From an optimization exercise on the open Yosys and OpenROAD flow, aimed at small area and a short achievable clock period; shortcuts taken in it are not production practice.
At most, simulation tests tie the RTL to the original design; equivalence was not proved.
No driver is modelled on the clock port, so clocking that relies on it looks cheaper here than on a real chip.

==> module g_nor3, before the edit <==
module g_nor3(input a, input b, input c, output y);
    assign y = ~(a | b | c);
endmodule
==> module g_nand2, before the edit <==
module g_nand2(input a, input b, output y);
    assign y = ~(a & b);
endmodule
==> module dec_lo, before the edit <==
module dec_lo(input [2:0] a, output [7:0] lo);
    wire [2:0] an;
    genvar k;
    generate
        for (k = 0; k < 3; k = k + 1) begin : i
            g_inv m(.a(a[k]), .y(an[k]));
        end
        for (k = 0; k < 8; k = k + 1) begin : d
            g_nor3 m(.a(k & 1 ? an[0] : a[0]), .b(k & 2 ? an[1] : a[1]),
                     .c(k & 4 ? an[2] : a[2]), .y(lo[k]));
        end
    endgenerate
endmodule
==> module dec_hi, before the edit <==
module dec_hi(input [2:0] a, input enable, input read_write,
              output [7:0] hi_n, output [7:0] hw, output rd);
    wire [2:0] an;
    wire [7:0] hw_n;
    wire       en_n, wr;
    g_inv  ie(.a(enable), .y(en_n));
    g_nor2 r(.a(en_n), .b(read_write), .y(rd));
    g_and2 w(.a(enable), .b(read_write), .y(wr));
    genvar k;
    generate
        for (k = 0; k < 3; k = k + 1) begin : i
            g_inv m(.a(a[k]), .y(an[k]));
        end
        for (k = 0; k < 8; k = k + 1) begin : d
            g_nand4 h(.a(rd), .b(k & 1 ? a[0] : an[0]), .c(k & 2 ? a[1] : an[1]),
                      .d(k & 4 ? a[2] : an[2]), .y(hi_n[k]));
            g_nand4 v(.a(wr), .b(k & 1 ? a[0] : an[0]), .c(k & 2 ? a[1] : an[1]),
                      .d(k & 4 ? a[2] : an[2]), .y(hw_n[k]));
            g_inv   u(.a(hw_n[k]), .y(hw[k]));
        end
    endgenerate
endmodule
==> module memory_design, before the edit <==
module memory_design(output reg [7:0] data_output, input [7:0] data_input, input [5:0] address, input enable, read_write, clk);
    wire [7:0] lo   [0:3];
    wire [7:0] hi_n, hw;
    wire       rd;
    dec_hi dh(.a(address[5:3]), .enable(enable), .read_write(read_write),
              .hi_n(hi_n), .hw(hw), .rd(rd));
    wire [7:0] word [0:63];
    wire [7:0] grp  [0:7];
    wire [7:0] nxt;
    genvar i, j, b;
    generate
        for (j = 0; j < 4; j = j + 1) begin : dl
            dec_lo m(.a(address[2:0]), .lo(lo[j]));
        end
        for (i = 0; i < 64; i = i + 1) begin : w
            reg  [7:0] q;
            wire [7:0] d;
            wire       we, we_n;
            g_nand2 n(.a(hw[i/8]), .b(lo[i/16][i%8]), .y(we_n));
            g_inv   e(.a(we_n), .y(we));
            for (b = 0; b < 8; b = b + 1) begin : s
                g_ao22 m(.a1(data_input[b]), .a2(we), .b1(q[b]), .b2(we_n), .y(d[b]));
            end
            always @(posedge clk)
                q <= d;
            assign word[i] = q;
        end
        for (j = 0; j < 8; j = j + 1) begin : g
            for (b = 0; b < 8; b = b + 1) begin : c
                rd_grp m(.d({word[8*j+7][b], word[8*j+6][b], word[8*j+5][b], word[8*j+4][b],
                             word[8*j+3][b], word[8*j+2][b], word[8*j+1][b], word[8*j][b]}),
                         .sel(lo[j/2]), .y(grp[j][b]));
            end
        end
        for (b = 0; b < 8; b = b + 1) begin : r
            rd_col m(.g({grp[7][b], grp[6][b], grp[5][b], grp[4][b],
                         grp[3][b], grp[2][b], grp[1][b], grp[0][b]}),
                     .sel_n(hi_n), .rd(rd), .q(data_output[b]), .y(nxt[b]));
        end
    endgenerate
    always @(posedge clk)
        data_output <= nxt;
endmodule
export LEC_CHECK = 0
export CAP_MARGIN = 20
export CORE_MARGIN = 2
export CORE_UTILIZATION = 60
export CTS_CLUSTER_DIAMETER = 100
export CTS_CLUSTER_SIZE = 30
export SETUP_SLACK_MARGIN = 1.4
export SLEW_MARGIN = 20
export SYNTH_HIERARCHICAL = 1
create_clock -name core_clock -period 3.0 [get_ports {clk}]
standard.sh (not shown) runs the stock make flow with config.mk's settings and CLKGATE_MAP_FILE= SYNTH_SCRIPT=/design/flow/synth_recipe.tcl, a recipe that flattens the netlist after the stock synthesis.
==> flow/flow/run.sh <==
#!/bin/bash
# The standard layout with these changes:
# - the port buffers are buf_4 cells, not the resizer's default pick (a slow
#   delay buffer);
# - before floorplanning, combinational cells are set back to drive 1
#   (downsize.tcl), leaving their sizing to the flow's timing repairs;
# - the steps that size or insert cells don't use delay or low-power cells
#   (dontuse.tcl).
# Tool output goes to std.log.
F=$PWD/flow
bash standard.sh 'BUFFER_PORTS_ARGS=-buffer_cell sky130_fd_sc_hd__buf_4' \
  "PRE_FLOORPLAN_TCL=$F/pre_floorplan.tcl" \
  "PRE_GLOBAL_PLACE_TCL=$F/dontuse.tcl" \
  "PRE_RESIZE_TCL=$F/dontuse.tcl" \
  "PRE_DETAIL_PLACE_TCL=$F/dontuse.tcl" \
  "PRE_CTS_TCL=$F/dontuse.tcl" \
  "PRE_GLOBAL_ROUTE_TCL=$F/dontuse.tcl" \
  "PRE_REPAIR_TIMING_POST_PLACE_TCL=$F/dontuse.tcl" \
  finish > std.log 2>&1
==> flow/flow/dontuse.tcl <==
# Keep the timing repairs from picking slow delay and low-power cells for
# logic and port buffers.
set_dont_use {sky130_fd_sc_hd__clkinvlp_* sky130_fd_sc_hd__clkdlybuf4s* sky130_fd_sc_hd__dlygate* sky130_fd_sc_hd__dlymetal*}
==> flow/flow/downsize.tcl <==
# Before floorplanning: set every combinational cell that synthesis sized up
# back to its smallest (drive 1) variant of the same footprint; the timing
# repairs later in the flow size up what the layout's timing needs.
set db [ord::get_db]
set n 0
foreach inst [[ord::get_db_block] getInsts] {
  set name [[$inst getMaster] getName]
  if {![regexp {^(sky130_fd_sc_hd__[a-z0-9]+)_([0-9]+)$} $name -> base drive]} { continue }
  if {$drive == 1} { continue }
  if {[regexp {__(df|edf|sdf|sedf|dl|conb|tap|fill|decap|buf|clkbuf|clkdly|dlygate|dlymetal)} $base]} { continue }
  set m [$db findMaster ${base}_1]
  if {$m eq "NULL" || $m eq ""} { continue }
  $inst swapMaster $m
  incr n
}
puts "downsize.tcl: set $n cells to drive 1"
==> flow/flow/pre_floorplan.tcl <==
source [file join [file dirname [info script]] dontuse.tcl]
source [file join [file dirname [info script]] downsize.tcl]
Edit:
--- a/flow/design.v
+++ b/flow/design.v
@@ -1,12 +1,9 @@
 module g_inv(input a, output y);
     assign y = ~a;
 endmodule
-module g_nor3(input a, input b, input c, output y);
-    assign y = ~(a | b | c);
-endmodule
-module g_nand2(input a, input b, output y);
-    assign y = ~(a & b);
+module g_nand3(input a, input b, input c, output y);
+    assign y = ~(a & b & c);
 endmodule
 module g_nand4(input a, input b, input c, input d, output y);
     assign y = ~(a & b & c & d);
 endmodule
@@ -18,8 +15,11 @@
 endmodule
 module g_and2(input a, input b, output y);
     assign y = a & b;
 endmodule
+module g_or2(input a, input b, output y);
+    assign y = a | b;
+endmodule
 module g_ao22(input a1, input a2, input b1, input b2, output y);
     assign y = (a1 & a2) | (b1 & b2);
 endmodule
 module g_nor2(input a, input b, output y);
@@ -27,25 +27,25 @@
 endmodule
 module g_oa211(input a1, input a2, input b, input c, output y);
     assign y = (a1 | a2) & b & c;
 endmodule
-module dec_lo(input [2:0] a, output [7:0] lo);
+module dec_lo(input [2:0] a, output [7:0] lo_n, output [7:0] lo);
     wire [2:0] an;
     genvar k;
     generate
         for (k = 0; k < 3; k = k + 1) begin : i
             g_inv m(.a(a[k]), .y(an[k]));
         end
         for (k = 0; k < 8; k = k + 1) begin : d
-            g_nor3 m(.a(k & 1 ? an[0] : a[0]), .b(k & 2 ? an[1] : a[1]),
-                     .c(k & 4 ? an[2] : a[2]), .y(lo[k]));
+            g_nand3 m(.a(k & 1 ? a[0] : an[0]), .b(k & 2 ? a[1] : an[1]),
+                      .c(k & 4 ? a[2] : an[2]), .y(lo_n[k]));
+            g_inv   v(.a(lo_n[k]), .y(lo[k]));
         end
     endgenerate
 endmodule
 module dec_hi(input [2:0] a, input enable, input read_write,
-              output [7:0] hi_n, output [7:0] hw, output rd);
+              output [7:0] hi_n, output [7:0] hw_n, output rd);
     wire [2:0] an;
-    wire [7:0] hw_n;
     wire       en_n, wr;
     g_inv  ie(.a(enable), .y(en_n));
     g_nor2 r(.a(en_n), .b(read_write), .y(rd));
     g_and2 w(.a(enable), .b(read_write), .y(wr));
@@ -58,9 +58,8 @@
             g_nand4 h(.a(rd), .b(k & 1 ? a[0] : an[0]), .c(k & 2 ? a[1] : an[1]),
                       .d(k & 4 ? a[2] : an[2]), .y(hi_n[k]));
             g_nand4 v(.a(wr), .b(k & 1 ? a[0] : an[0]), .c(k & 2 ? a[1] : an[1]),
                       .d(k & 4 ? a[2] : an[2]), .y(hw_n[k]));
-            g_inv   u(.a(hw_n[k]), .y(hw[k]));
         end
     endgenerate
 endmodule
 module rd_grp(input [7:0] d, input [7:0] sel, output y);
@@ -82,27 +81,28 @@
     g_nor2 n1(.a(z[2]), .b(z[3]), .y(p[1]));
     g_oa211 f(.a1(q), .a2(rd), .b(p[0]), .c(p[1]), .y(y));
 endmodule
 module memory_design(output reg [7:0] data_output, input [7:0] data_input, input [5:0] address, input enable, read_write, clk);
+    wire [7:0] lo_n [0:3];
     wire [7:0] lo   [0:3];
-    wire [7:0] hi_n, hw;
+    wire [7:0] hi_n, hw_n;
     wire       rd;
     dec_hi dh(.a(address[5:3]), .enable(enable), .read_write(read_write),
-              .hi_n(hi_n), .hw(hw), .rd(rd));
+              .hi_n(hi_n), .hw_n(hw_n), .rd(rd));
     wire [7:0] word [0:63];
     wire [7:0] grp  [0:7];
     wire [7:0] nxt;
     genvar i, j, b;
     generate
         for (j = 0; j < 4; j = j + 1) begin : dl
-            dec_lo m(.a(address[2:0]), .lo(lo[j]));
+            dec_lo m(.a(address[2:0]), .lo_n(lo_n[j]), .lo(lo[j]));
         end
         for (i = 0; i < 64; i = i + 1) begin : w
             reg  [7:0] q;
             wire [7:0] d;
             wire       we, we_n;
-            g_nand2 n(.a(hw[i/8]), .b(lo[i/16][i%8]), .y(we_n));
-            g_inv   e(.a(we_n), .y(we));
+            g_nor2 e(.a(hw_n[i/8]), .b(lo_n[i/16][i%8]), .y(we));
+            g_or2  n(.a(hw_n[i/8]), .b(lo_n[i/16][i%8]), .y(we_n));
             for (b = 0; b < 8; b = b + 1) begin : s
                 g_ao22 m(.a1(data_input[b]), .a2(we), .b1(q[b]), .b2(we_n), .y(d[b]));
             end
             always @(posedge clk)
Outcome:
- hold slack loses 0.013 ns
- fmax grows by 3.9%
- count of clock-buffer cells in the layout stays the same
- core utilization shrinks by 2.7 points
- routed wire length shrinks by about 4.5%
- worst setup slack gains 0.064 ns
- die area grows by about 1.3%
- design area shrinks by about 3.3%
- via count shrinks by about 2.5%
For the first run of this note, only the layout was checked, not whether the RTL still works.

[static timing again, ports no longer ideal]
How much do the figures lean on ideal ports? The routed layouts below were timed once more, with nothing changed but the port constraints. Step 1: set_driving_cell puts a clkbuf_16 on clk and a buf_2 on each other input, an assumption about the parent block. Step 2, shift: input delay + t, output delay - t, t = (earliest + latest rising clock arrival at the registers) / 2. This alone moves slack from input paths to output paths. a / b / c = ideal / step 1 / step 2; a / b = the first two.
run | t, ns | setup slack, ns | worst data-port slew with drivers (ns)
the first run | 0.610 | 1.271 / 1.190 / 0.580 | 0.17
the second run | 0.611 | 1.335 / 1.288 / 0.706 | 0.08
After both steps every run listed still meets setup and hold. For the first run, which loses most, drivers alone change the setup slack by -0.081 ns; drivers and shift together by -0.691 ns.
